Background: an optimization exercise with open tools, aiming at small area and a short achievable clock period. Do not read the settings as production practice.
Only simulation tests tie the RTL to the original design; equivalence was not proved.
Power and IR drop assume default switching activity.

run A:
## Convolution_with_pipeline
module Convolution_with_pipeline(clk, rst_n, in_valid, weight_valid, In_IFM_1, In_IFM_2, In_IFM_3, In_IFM_4, In_IFM_5, In_IFM_6, In_IFM_7, In_IFM_8, In_IFM_9, In_Weight_1, In_Weight_2, In_Weight_3, In_Weight_4, In_Weight_5, In_Weight_6, In_Weight_7, In_Weight_8, In_Weight_9, out_valid, Out_OFM);
For scale: roughly 310 flip-flops, ~170 I/O pins, about 0.021 mm² of cells after synthesis.
Settings: LEC_CHECK=0, CAP_MARGIN=20, CORE_MARGIN=2, CORE_UTILIZATION=65, PLACE_DENSITY=0.8, SETUP_SLACK_MARGIN=2.0, SLEW_MARGIN=20, SYNTH_HIERARCHICAL=1; clock period 5.0 ns.
standard.sh (not shown) runs the stock make flow with config.mk's settings and CLKGATE_MAP_FILE= SYNTH_SCRIPT=/design/flow/synth_recipe.tcl, a recipe that flattens the netlist after the stock synthesis.
==> flow/flow/run.sh <==
#!/bin/bash
# The standard layout, with plain buffers on the ports instead of the
# delay cells buffer_ports picks by default. Each tool's log stays in orfs/logs;
# make's own output goes to standard.log.
set -euo pipefail
export BUFFER_PORTS_ARGS="-buffer_cell sky130_fd_sc_hd__buf_2"
export CTS_ARGS="-sink_clustering_enable -repair_clock_nets -dont_use_dummy_load -sink_clustering_size 12 -sink_clustering_max_diameter 60 -buf_list sky130_fd_sc_hd__clkbuf_8"
bash standard.sh > standard.log 2>&1
Run A: done, clean on timing, DRC and antenna
--- input diff run A..run B ---
==> flow/flow/run.sh <==
#!/bin/bash
# The standard layout, with plain buffers on the ports instead of the
# delay cells buffer_ports picks by default. Each tool's log stays in orfs/logs;
# make's own output goes to standard.log.
set -euo pipefail
export BUFFER_PORTS_ARGS="-buffer_cell sky130_fd_sc_hd__buf_2"
bash standard.sh > standard.log 2>&1
==> flow/config.mk <==
export PLATFORM = sky130hd
export DESIGN_NAME = Convolution_with_pipeline
export DESIGN_NICKNAME = Convolution_with_pipeline
export VERILOG_FILES = /design/flow/design.v
export SDC_FILE = /design/flow/constraint.sdc
export NUM_CORES = 4
export LEC_CHECK = 0
export ABC_CLOCK_PERIOD_IN_PS = 2000
export CAP_MARGIN = 20
export CORE_MARGIN = 2
export CORE_UTILIZATION = 40
export SETUP_SLACK_MARGIN = 2.1
export SLEW_MARGIN = 20
export SYNTH_HIERARCHICAL = 1
Findings:
Final standard cell area without fillers in run B is 8.2% higher than in run A
Looking at total wire length after detailed routing across both flows, run B is the weaker of the two, with run A ahead.
Diff run A -> run B: count of clock-buffer cells in the layout now sits higher; cell count shows an increase of 329; clock-pin slew on the worst setup and hold paths lost 20 ps.
For run B, the highest signal layer in the routed design was met5, unlike run A, where it was met4.
Register-to-register slack (higher): run B
Compare run B and run A | final worst-path cycle share lower: run B
[inputs] run C vs run B
-- flow/flow/run.sh --
<<< run B, line 5
set -euo pipefail
export BUFFER_PORTS_ARGS="-buffer_cell sky130_fd_sc_hd__buf_2"
bash standard.sh > standard.log 2>&1
>>> run C, line 5
set -euo pipefail
export BUFFER_PORTS_ARGS="-buffer_cell sky130_fd_sc_hd__buf_2"
export CTS_ARGS="-sink_clustering_enable -repair_clock_nets -dont_use_dummy_load -sink_clustering_size 20 -sink_clustering_max_diameter 100"
bash standard.sh > standard.log 2>&1
==> flow/config.mk <==
export PLATFORM = sky130hd
export DESIGN_NAME = Convolution_with_pipeline
export DESIGN_NICKNAME = Convolution_with_pipeline
export VERILOG_FILES = /design/flow/design.v
export SDC_FILE = /design/flow/constraint.sdc
export NUM_CORES = 4
export LEC_CHECK = 0
export CAP_MARGIN = 20
export CORE_MARGIN = 2
export CORE_UTILIZATION = 60
export PLACE_DENSITY = 0.75
export SETUP_SLACK_MARGIN = 2.2
export SLEW_MARGIN = 20
export SYNTH_HIERARCHICAL = 1
==> results.txt <==
Multi-input gate area in the final layout of run C exceeds that of run B by a few percent. Delta (run C minus run B): die area fell by 33%, setup slack shrank by 49 ps, final cell count now smaller. The estimated power of run C ends up lower than the estimate for run B.
> inputs changed (run C -> run D)
==> flow/flow/run.sh <==
#!/bin/bash
# The standard layout, with plain buffers on the ports instead of the
# delay cells buffer_ports picks by default. Each tool's log stays in orfs/logs;
# make's own output goes to standard.log.
set -euo pipefail
export BUFFER_PORTS_ARGS="-buffer_cell sky130_fd_sc_hd__buf_2"
bash standard.sh > standard.log 2>&1
-- flow/config.mk --
<<< run C, line 8
export CAP_MARGIN = 20
export CORE_MARGIN = 2
export CORE_UTILIZATION = 60
export PLACE_DENSITY = 0.75
export SETUP_SLACK_MARGIN = 2.2
export SLEW_MARGIN = 20
export SYNTH_HIERARCHICAL = 1
>>> run D, line 8
export CAP_MARGIN = 20
export CORE_MARGIN = 2
export CORE_UTILIZATION = 40
export CTS_BUF_LIST = sky130_fd_sc_hd__clkbuf_8
export CTS_CLUSTER_SIZE = 30
export SETUP_SLACK_MARGIN = 2.3
export SLEW_MARGIN = 20
export SYNTH_HIERARCHICAL = 1
[summary]
- Changes observed in run D relative to run C: slew at the pin with the worst max-slew slack -69 ps, worst-case setup margin in the final layout +81 ps.
- [compare] base=run C new=run D: utilization went down by 22 points; cell count after placement went up by 235.
- Run D against run C: routed wire length shows an increase of 6.1%; fraction of power spent switching nets shows a reduction of 1.5 points; period utilization shows a reduction of 1.6 points; worst setup slack before clock tree synthesis shows a reduction of 51 ps.
[inputs] run E vs run D
-- flow/flow/run.sh --
<<< run D, line 5
set -euo pipefail
export BUFFER_PORTS_ARGS="-buffer_cell sky130_fd_sc_hd__buf_2"
bash standard.sh > standard.log 2>&1
>>> run E, line 5
set -euo pipefail
export BUFFER_PORTS_ARGS="-buffer_cell sky130_fd_sc_hd__buf_2"
export CTS_ARGS="-sink_clustering_enable -repair_clock_nets -dont_use_dummy_load -sink_clustering_size 20 -sink_clustering_max_diameter 100"
export RECOVER_POWER=100
bash standard.sh > standard.log 2>&1
-- flow/config.mk --
<<< run D, line 8
export CAP_MARGIN = 20
export CORE_MARGIN = 2
export CORE_UTILIZATION = 40
export CTS_BUF_LIST = sky130_fd_sc_hd__clkbuf_8
export CTS_CLUSTER_SIZE = 30
export SETUP_SLACK_MARGIN = 2.3
export SLEW_MARGIN = 20
export SYNTH_HIERARCHICAL = 1
>>> run E, line 8
export CAP_MARGIN = 20
export CORE_MARGIN = 2
export CORE_UTILIZATION = 60
export PLACE_DENSITY = 0.75
export SETUP_SLACK_MARGIN = 2.1
export SLEW_MARGIN = 20
export SYNTH_HIERARCHICAL = 1
Notes after the runs:
Run E vs. run D: final worst-path cycle share moved up, number of cells upsized or downsized after cts moved down, fraction of power consumed by the clock network shows a reduction of 5.3 points, cell count after placement decreased by 9.5% relative to the old numbers. Run E reports a higher minimum setup slack after placement than run D does.

-- re-timing with driven ports --
Ports are ideal in the flow. The routed layouts listed here were re-timed in OpenROAD.
Step 1: set_driving_cell puts a clkbuf_16 on clk and a buf_2 on each other input, an assumption about the parent block.
Step 2, shift: input delay + t, output delay - t, t = (earliest + latest rising clock arrival at the registers) / 2. This alone moves slack from input paths to output paths.
Three values: ideal, step 1, step 2; two values: the first two.
run | shift t [ns] | setup slack, ns | worst setup path after step 2
run A | 0.587 | 1.982 / 1.921 / 1.335 | input to register
run B | 0.615 | 2.064 / 1.880 / 1.265 | input to register
run C | 0.576 | 2.015 / 1.666 / 1.090 | input to register
run D | 0.724 | 2.095 / 1.758 / 1.035 | input to register
run E | 0.574 | 1.251 / 0.928 / 0.354 | input to register
After both steps every run listed still meets setup and hold. The setup slack of run D, which loses most, moves by -0.337 ns with the drivers and by -1.060 ns with both steps.
